This design comes from an exercise in tuning for small area and a short achievable clock period on the open sky130 flow, not from production work. Where RTL was checked, it was by simulation tests only, not by an equivalence proof against the original.

## JK
==> flow/design.v <==
module fifo_mux_2_1(in0, in1, sel, out);
  parameter br = 1;
  parameter bw = 8;
  input [br*bw-1:0] in0;
  input [br*bw-1:0] in1; 
  input sel;
  output [br*bw-1:0] out;
  wire sbar; 
  wire [br*bw-1:0] w1, w2, out;
  genvar i;
  not G01 (sbar, sel);
  for (i=0; i < br*bw ; i=i+1) begin : gen
     and G0  (w1[i], in0[i], sbar);
     and G1  (w2[i], in1[i], sel);
     or  G2  (out[i], w1[i], w2[i]);
  end
 endmodule
module fifo_mux_8_1 (out, sel, in0, in1, in2, in3, in4, in5, in6, in7 );
  parameter bw = 4;
  parameter br = 1;
  input  [2:0 ] sel ;
  input  [br*bw-1:0] in0;
  input  [br*bw-1:0] in1;
  input  [br*bw-1:0] in2;
  input  [br*bw-1:0] in3;
  input  [br*bw-1:0] in4;
  input  [br*bw-1:0] in5;
  input  [br*bw-1:0] in6;
  input  [br*bw-1:0] in7;
  output [br*bw-1:0] out;
  wire   [br*bw-1:0] out_sub0_0, out_sub0_1, out_sub0_2, out_sub0_3 ;
  wire   [br*bw-1:0] out_sub1_0, out_sub1_1 ;
 fifo_mux_2_1 #(.bw(bw),.br(br)) fifo_mux_2_1a (.in0(in0), .in1(in1), .sel(sel[0]), .out(out_sub0_0));
 fifo_mux_2_1 #(.bw(bw),.br(br)) fifo_mux_2_1b (.in0(in2), .in1(in3), .sel(sel[0]), .out(out_sub0_1));
 fifo_mux_2_1 #(.bw(bw),.br(br)) fifo_mux_2_1c (.in0(in4), .in1(in5), .sel(sel[0]), .out(out_sub0_2));
 fifo_mux_2_1 #(.bw(bw),.br(br)) fifo_mux_2_1d (.in0(in6), .in1(in7), .sel(sel[0]), .out(out_sub0_3));
 fifo_mux_2_1 #(.bw(bw),.br(br)) fifo_mux_2_1e (.in0(out_sub0_0), .in1(out_sub0_1), .sel(sel[1]), .out(out_sub1_0));
 fifo_mux_2_1 #(.bw(bw),.br(br)) fifo_mux_2_1f (.in0(out_sub0_2), .in1(out_sub0_3), .sel(sel[1]), .out(out_sub1_1));
 fifo_mux_2_1 #(.bw(bw),.br(br)) fifo_mux_2_1g (.in0(out_sub1_0), .in1(out_sub1_1), .sel(sel[2]), .out(out));
endmodule
module fifo_depth8 (rd_clk, wr_clk, in, out, rd, wr, o_full, o_empty, reset);
  parameter br = 1;
  parameter bw = 4;
  parameter simd = 1;
  parameter lrf_depth = 1;
  input  rd_clk;
  input  wr_clk;
  input  rd;
  input  wr;
  input  reset;
  output o_full;
  output o_empty;
  input  [br*simd*bw-1:0] in;
  output [br*simd*bw-1:0] out;
  wire full, empty;
  reg [3:0] rd_ptr;
  reg [3:0] wr_ptr;
  reg [br*simd*bw-1:0] q0;
  reg [br*simd*bw-1:0] q1;
  reg [br*simd*bw-1:0] q2;
  reg [br*simd*bw-1:0] q3;
  reg [br*simd*bw-1:0] q4;
  reg [br*simd*bw-1:0] q5;
  reg [br*simd*bw-1:0] q6;
  reg [br*simd*bw-1:0] q7;
 assign empty = (wr_ptr == rd_ptr) ? 1'b1 : 1'b0 ;
 assign full  = ((wr_ptr[2:0] == rd_ptr[2:0]) && (wr_ptr[3] != rd_ptr[3])) ? 1'b1 : 1'b0;
 assign o_full  = full;
 assign o_empty = empty;
  fifo_mux_8_1 #(.bw(bw)) fifo_mux_16_1a (.in0(q0), .in1(q1), .in2(q2), .in3(q3), .in4(q4), .in5(q5), .in6(q6), .in7(q7),
                        	                        .sel(rd_ptr[2:0]), .out(out));
 always @ (posedge rd_clk) begin
   if (reset) begin
      rd_ptr <= 4'b0000;
   end
   else if ((rd == 1) && (empty == 0)) begin
      rd_ptr <= rd_ptr + 1;
   end
 end
 always @ (posedge wr_clk) begin
   if (reset) begin
      wr_ptr <= 4'b0000;
   end
   else begin 
      if ((wr == 1) && (full == 0)) begin
        wr_ptr <= wr_ptr + 1;
      end
      if (wr == 1) begin
        case (wr_ptr[2:0])
         3'b000   :    q0  <= in ;
         3'b001   :    q1  <= in ;
         3'b010   :    q2  <= in ;
         3'b011   :    q3  <= in ;
         3'b100   :    q4  <= in ;
         3'b101   :    q5  <= in ;
         3'b110   :    q6  <= in ;
         3'b111   :    q7  <= in ;
        endcase
      end
   end
 end
endmodule
module exp_lut (clk, wr, out, in, lut_in, reset);
parameter bw = 8;
output [bw-1:0] out ;
input  [bw-1:0] lut_in;
input  [bw/2-1:0] in;
input  clk;
input  wr;
input  reset;
reg	[bw-1:0] lut_q0;
reg	[bw-1:0] lut_q1;
reg	[bw-1:0] lut_q2;
reg	[bw-1:0] lut_q3;
reg	[bw-1:0] lut_q4;
reg	[bw-1:0] lut_q5;
reg	[bw-1:0] lut_q6;
reg	[bw-1:0] lut_q7;
reg	[bw-1:0] lut_q8;
reg	[bw-1:0] lut_q9;
reg	[bw-1:0] lut_q10;
reg	[bw-1:0] lut_q11;
reg	[bw-1:0] lut_q12;
reg	[bw-1:0] lut_q13;
reg	[bw-1:0] lut_q14;
reg	[bw-1:0] lut_q15;
assign out = (in == 0) ? lut_q0 : 
   (in == 1) ?	lut_q1	:
   (in == 2) ?	lut_q2	:
   (in == 3) ?	lut_q3	:
   (in == 4) ?	lut_q4	:
   (in == 5) ?	lut_q5	:
   (in == 6) ?	lut_q6	:
   (in == 7) ?	lut_q7	:
   (in == 8) ?	lut_q8	:
   (in == 9) ?	lut_q9	:
   (in == 10) ?	lut_q10	:
   (in == 11) ?	lut_q11	:
   (in == 12) ?	lut_q12	:
   (in == 13) ?	lut_q13	:
   (in == 14) ?	lut_q14	:
   	        lut_q15 ; 	
always @ (posedge clk) begin
 if (wr) begin
   lut_q0   <= lut_in;
   lut_q1   <= lut_q0	;
   lut_q2   <= lut_q1	;
   lut_q3   <= lut_q2	;
   lut_q4   <= lut_q3	;
   lut_q5   <= lut_q4	;
   lut_q6   <= lut_q5	;
   lut_q7   <= lut_q6	;
   lut_q8   <= lut_q7	;
   lut_q9   <= lut_q8	;
   lut_q10  <= lut_q9	;
   lut_q11  <= lut_q10	;
   lut_q12  <= lut_q11	;
   lut_q13  <= lut_q12	;
   lut_q14  <= lut_q13	;
   lut_q15  <= lut_q14	;
  end
end
endmodule
`timescale 1ns/1ps
module softmax (clk, out, in, lut_wr, execute, fetch, reset, mode);
parameter bw  = 8;
parameter col = 8;
input mode;
input  [col*bw-1:0] in;
input  clk;
input  execute;
input  [1:0] lut_wr;
input  reset, fetch;
output [col*bw-1:0] out;
reg  [63:0]  in_q;
reg  [1:0]   wr_q;
reg          mode_q, exe_q;
reg  [127:0] hi_t;
reg  [127:0] lo_t;
reg  [511:0] fq;           
reg  [13:0]  sum_q;
reg  [63:0]  out_q;
reg  [3:0]   cnt;          
reg  [2:0]   fcnt;         
reg          div_start;
reg  [111:0] rem_q;
reg  [47:0]  quo_q;
reg push_q, sen_q, sclr_q, oen_q;
reg busy_a, busy_na, busy_b, busy_nb;
reg dsel_a, dsel_na;
wire m0 = ~mode_q;
wire m1 = mode_q;
wire push_n = (m0 & exe_q & (cnt == 4'd0)) |
              (m1 & (cnt >= 4'd1) & (cnt <= 4'd8)) |
              (m1 & fetch & (fcnt == 3'd0));
wire sen_n  = (m0 & exe_q & (cnt == 4'd1)) |
              (m1 & (cnt >= 4'd2) & (cnt <= 4'd9));
wire sclr_n = (m0 & exe_q & (cnt == 4'd1)) |
              (m1 & (cnt == 4'd2));
wire busy_n = (m0 & exe_q & ((cnt == 4'd3) | (cnt == 4'd4) | (cnt == 4'd0))) |
              (m1 & fetch & (fcnt <= 3'd2));
wire oen_n  = (m0 & exe_q & div_start & (cnt == 4'd0)) |
              (m1 & fetch & (fcnt == 3'd2));
wire [63:0] e_vec;
reg  [10:0] tsum;
integer k;
always @(*) begin
   tsum = 11'd0;
   for (k = 0; k < 8; k = k + 1)
      tsum = tsum + fq[8*k +: 8];
end
wire sz = (sum_q == 14'd0);
wire [111:0] rem_n;
wire [47:0]  quo_n;
wire [63:0]  res;
genvar i, j, c;
for (i = 0; i < 8; i = i + 1) begin : lane
   wire [3:0] a = in_q[8*i+7 : 8*i+4];
   wire [3:0] b = in_q[8*i+3 : 8*i];
   wire [7:0] h = hi_t[8*a +: 8];
   wire [7:0] l = lo_t[8*b +: 8];
   wire [7:0] ps [0:7];     
   wire [7:0] pc [0:7];     
   assign ps[0] = h & {8{l[0]}};
   assign pc[0] = 8'd0;
   for (j = 1; j < 8; j = j + 1) begin : row
      for (c = 0; c < 8; c = c + 1) begin : col
         wire x = h[c] & l[j];
         wire y = (c < 7) ? ps[j-1][c+1] : 1'b0;
         wire z = pc[j-1][c];
         assign ps[j][c] = x ^ y ^ z;
         assign pc[j][c] = (x & y) | (z & (x ^ y));
      end
   end
   wire [7:0] fs, fc;
   for (c = 0; c < 8; c = c + 1) begin : fin
      assign fs[c] = (c < 7) ? ps[7][c+1] : 1'b0;
      assign fc[c] = pc[7][c];
   end
   assign e_vec[8*i +: 8] = fs + fc;
   wire        dsel = (i < 4) ? dsel_a : ~dsel_na;
   wire        busy = (i < 2) ? busy_a : (i < 4) ? ~busy_na :
                      (i < 6) ? busy_b : ~busy_nb;
   wire [7:0]  d  = dsel ? fq[448+8*i +: 8] : fq[8*i +: 8];
   wire [13:0] rs = busy ? rem_q[14*i +: 14] : {6'd0, d};
   wire [15:0] d1 = {1'b0, rs, 1'b0} - {2'b0, sum_q};
   wire        q1 = ~d1[15];
   wire [13:0] r1 = q1 ? d1[13:0] : {rs[12:0], 1'b0};
   wire [15:0] d2 = {1'b0, r1, 1'b0} - {2'b0, sum_q};
   wire        q2 = ~d2[15];
   wire [13:0] r2 = q2 ? d2[13:0] : {r1[12:0], 1'b0};
   wire        kill = ~busy & ({6'd0, d} == sum_q);
   assign rem_n[14*i +: 14] = kill ? 14'd0 : r2;
   assign quo_n[6*i +: 6]   = {quo_q[6*i +: 4], kill ? {sz, sz} : {q1, q2}};
   assign res[8*i +: 8]     = {quo_q[6*i +: 6], q1, q2};
end
assign out = out_q;
always @(posedge clk) begin
   in_q   <= in;
   wr_q   <= lut_wr;
   mode_q <= mode;
   dsel_a  <= mode;
   dsel_na <= ~mode;
   busy_b  <= busy_n;
   busy_nb <= ~busy_n;
   if (wr_q[1]) hi_t <= {hi_t[63:0], in_q};
   if (wr_q[0]) lo_t <= {lo_t[63:0], in_q};
   if (push_q) fq <= {fq[447:0], e_vec};
   if (sen_q)  sum_q <= (sclr_q ? 14'd0 : sum_q) + {3'd0, tsum};
   rem_q <= rem_n;
   quo_q <= quo_n;
   if (oen_q) out_q <= res;
end
always @(posedge clk) begin
   if (reset) begin
      exe_q     <= 1'b0;
      cnt       <= 4'd0;
      fcnt      <= 3'd0;
      div_start <= 1'b0;
      push_q    <= 1'b0;
      sen_q     <= 1'b0;
      sclr_q    <= 1'b0;
      busy_a    <= 1'b0;
      busy_na   <= 1'b1;
      oen_q     <= 1'b0;
   end
   else begin
      exe_q  <= execute;
      push_q <= push_n;
      sen_q  <= sen_n;
      sclr_q <= sclr_n;
      busy_a  <= busy_n;
      busy_na <= ~busy_n;
      oen_q  <= oen_n;
      if (m0) begin
         if (exe_q) begin
            cnt <= (cnt == 4'd4) ? 4'd0 : cnt + 4'd1;
            if (cnt == 4'd2) div_start <= 1'b1;
         end
      end
      else begin
         if (exe_q || cnt != 4'd0)
            cnt <= (cnt == 4'd12) ? 4'd0 : cnt + 4'd1;
      end
      if (!exe_q)
         div_start <= 1'b0;
      if (fetch)
         fcnt <= (fcnt == 3'd4) ? 3'd0 : fcnt + 3'd1;
      else
         fcnt <= 3'd0;
   end
end
endmodule
export LEC_CHECK = 0
export CAP_MARGIN = 40
export CORE_MARGIN = 2
export CORE_UTILIZATION = 65
export CTS_CLUSTER_DIAMETER = 100
export CTS_CLUSTER_SIZE = 24
export SLEW_MARGIN = 60
create_clock -name core_clock -period 33.0 [get_ports {clk}]
standard.sh (not shown) runs the stock make flow with config.mk's settings and CLKGATE_MAP_FILE= SYNTH_SCRIPT=/design/flow/synth_recipe.tcl, a recipe that flattens the netlist after the stock synthesis.
==> flow/flow/run.sh <==
#!/bin/bash
# The standard layout, with stronger port buffers than the flow's default
# choice (a delay cell), so that the output ports are driven by a plain buffer.
set -euo pipefail
export BUFFER_PORTS_ARGS="-buffer_cell sky130_fd_sc_hd__buf_4"
bash standard.sh > standard.log 2>&1
JK | status: complete | timing, DRC, antenna: pass
#### Input delta (MS over JK)
diff --git a/flow/design.v b/flow/design.v
--- a/flow/design.v
+++ b/flow/design.v
@@ -179,6 +179,7 @@
 reg  [127:0] lo_t;
 reg  [511:0] fq;           
 reg  [13:0]  sum_q;
+reg          any_q, many_q;    
 reg  [63:0]  out_q;
 reg  [3:0]   cnt;          
 reg  [2:0]   fcnt;         
@@ -209,7 +210,21 @@
    for (k = 0; k < 8; k = k + 1)
       tsum = tsum + fq[8*k +: 8];
 end
-wire sz = (sum_q == 14'd0);
+wire [7:0] nzl;
+genvar n;
+for (n = 0; n < 8; n = n + 1) begin : nz
+   assign nzl[n] = |fq[8*n +: 8];
+end
+reg c2;
+integer m, u;
+always @(*) begin
+   c2 = 1'b0;
+   for (m = 0; m < 8; m = m + 1)
+      for (u = m + 1; u < 8; u = u + 1)
+         c2 = c2 | (nzl[m] & nzl[u]);
+end
+wire c1 = |nzl;
+wire one = any_q & ~many_q;     
 wire [111:0] rem_n;
 wire [47:0]  quo_n;
 wire [63:0]  res;
@@ -249,9 +264,9 @@
    wire [15:0] d2 = {1'b0, r1, 1'b0} - {2'b0, sum_q};
    wire        q2 = ~d2[15];
    wire [13:0] r2 = q2 ? d2[13:0] : {r1[12:0], 1'b0};
-   wire        kill = ~busy & ({6'd0, d} == sum_q);
+   wire        kill = ~busy & one;
    assign rem_n[14*i +: 14] = kill ? 14'd0 : r2;
-   assign quo_n[6*i +: 6]   = {quo_q[6*i +: 4], kill ? {sz, sz} : {q1, q2}};
+   assign quo_n[6*i +: 6]   = {quo_q[6*i +: 4], kill ? 2'b00 : {q1, q2}};
    assign res[8*i +: 8]     = {quo_q[6*i +: 6], q1, q2};
 end
 assign out = out_q;
@@ -266,7 +281,11 @@
    if (wr_q[1]) hi_t <= {hi_t[63:0], in_q};
    if (wr_q[0]) lo_t <= {lo_t[63:0], in_q};
    if (push_q) fq <= {fq[447:0], e_vec};
-   if (sen_q)  sum_q <= (sclr_q ? 14'd0 : sum_q) + {3'd0, tsum};
+   if (sen_q) begin
+      sum_q  <= (sclr_q ? 14'd0 : sum_q) + {3'd0, tsum};
+      any_q  <= (~sclr_q & any_q) | c1;
+      many_q <= (~sclr_q & (many_q | (any_q & c1))) | c2;
+   end
    rem_q <= rem_n;
    quo_q <= quo_n;
    if (oen_q) out_q <= res;
[summary]
For the count of clock-buffer cells in the layout, MS came in about 4.4% lower than JK did. The worst hold margin on MS is in line with that on JK. For flip-flop and latch count, MS and JK come out practically identical. On number of enable-type register cells in the synthesized netlist, MS and JK are neck and neck. Any difference in fmax between JK and MS is small enough to ignore. Between MS and JK, it is MS whose maximum number of pins on one net before global-route repair is lower, by 9.9%. Going from JK to MS, setup slack after placement moved down; total number of vias moved up; proportion of cell area occupied by registers moved up; stage delay of the slowest cell on the critical path level; share of cells above drive strength 1 moved down. MS and JK ended up with roughly the same total routed wirelength.
Function not checked in MS: the RTL went through the layout flow alone.

-- re-timing with driven ports --
Ports are ideal in the flow. The routed layouts listed here were re-timed in OpenROAD.
Step 1 assumes that a clkbuf_16 drives the clock port and a buf_2 every other input.
Step 2 moves the port delays by t, midway between the first and last clock arrival at a register: inputs arrive t later, outputs are due t later. That takes back most of the time a late clock gives input paths.
a / b / c = no drivers / after step 1 / after step 2; a / b = the first two.
run | t (ns) | setup slack, ns | clock arrival spread, ns
JK | 0.782 | 25.134 / 25.055 / 25.474 | 0.033 / 0.033
MS | 0.794 | 25.126 / 25.046 / 25.517 | 0.044 / 0.045
After both steps every run listed still meets setup and hold.
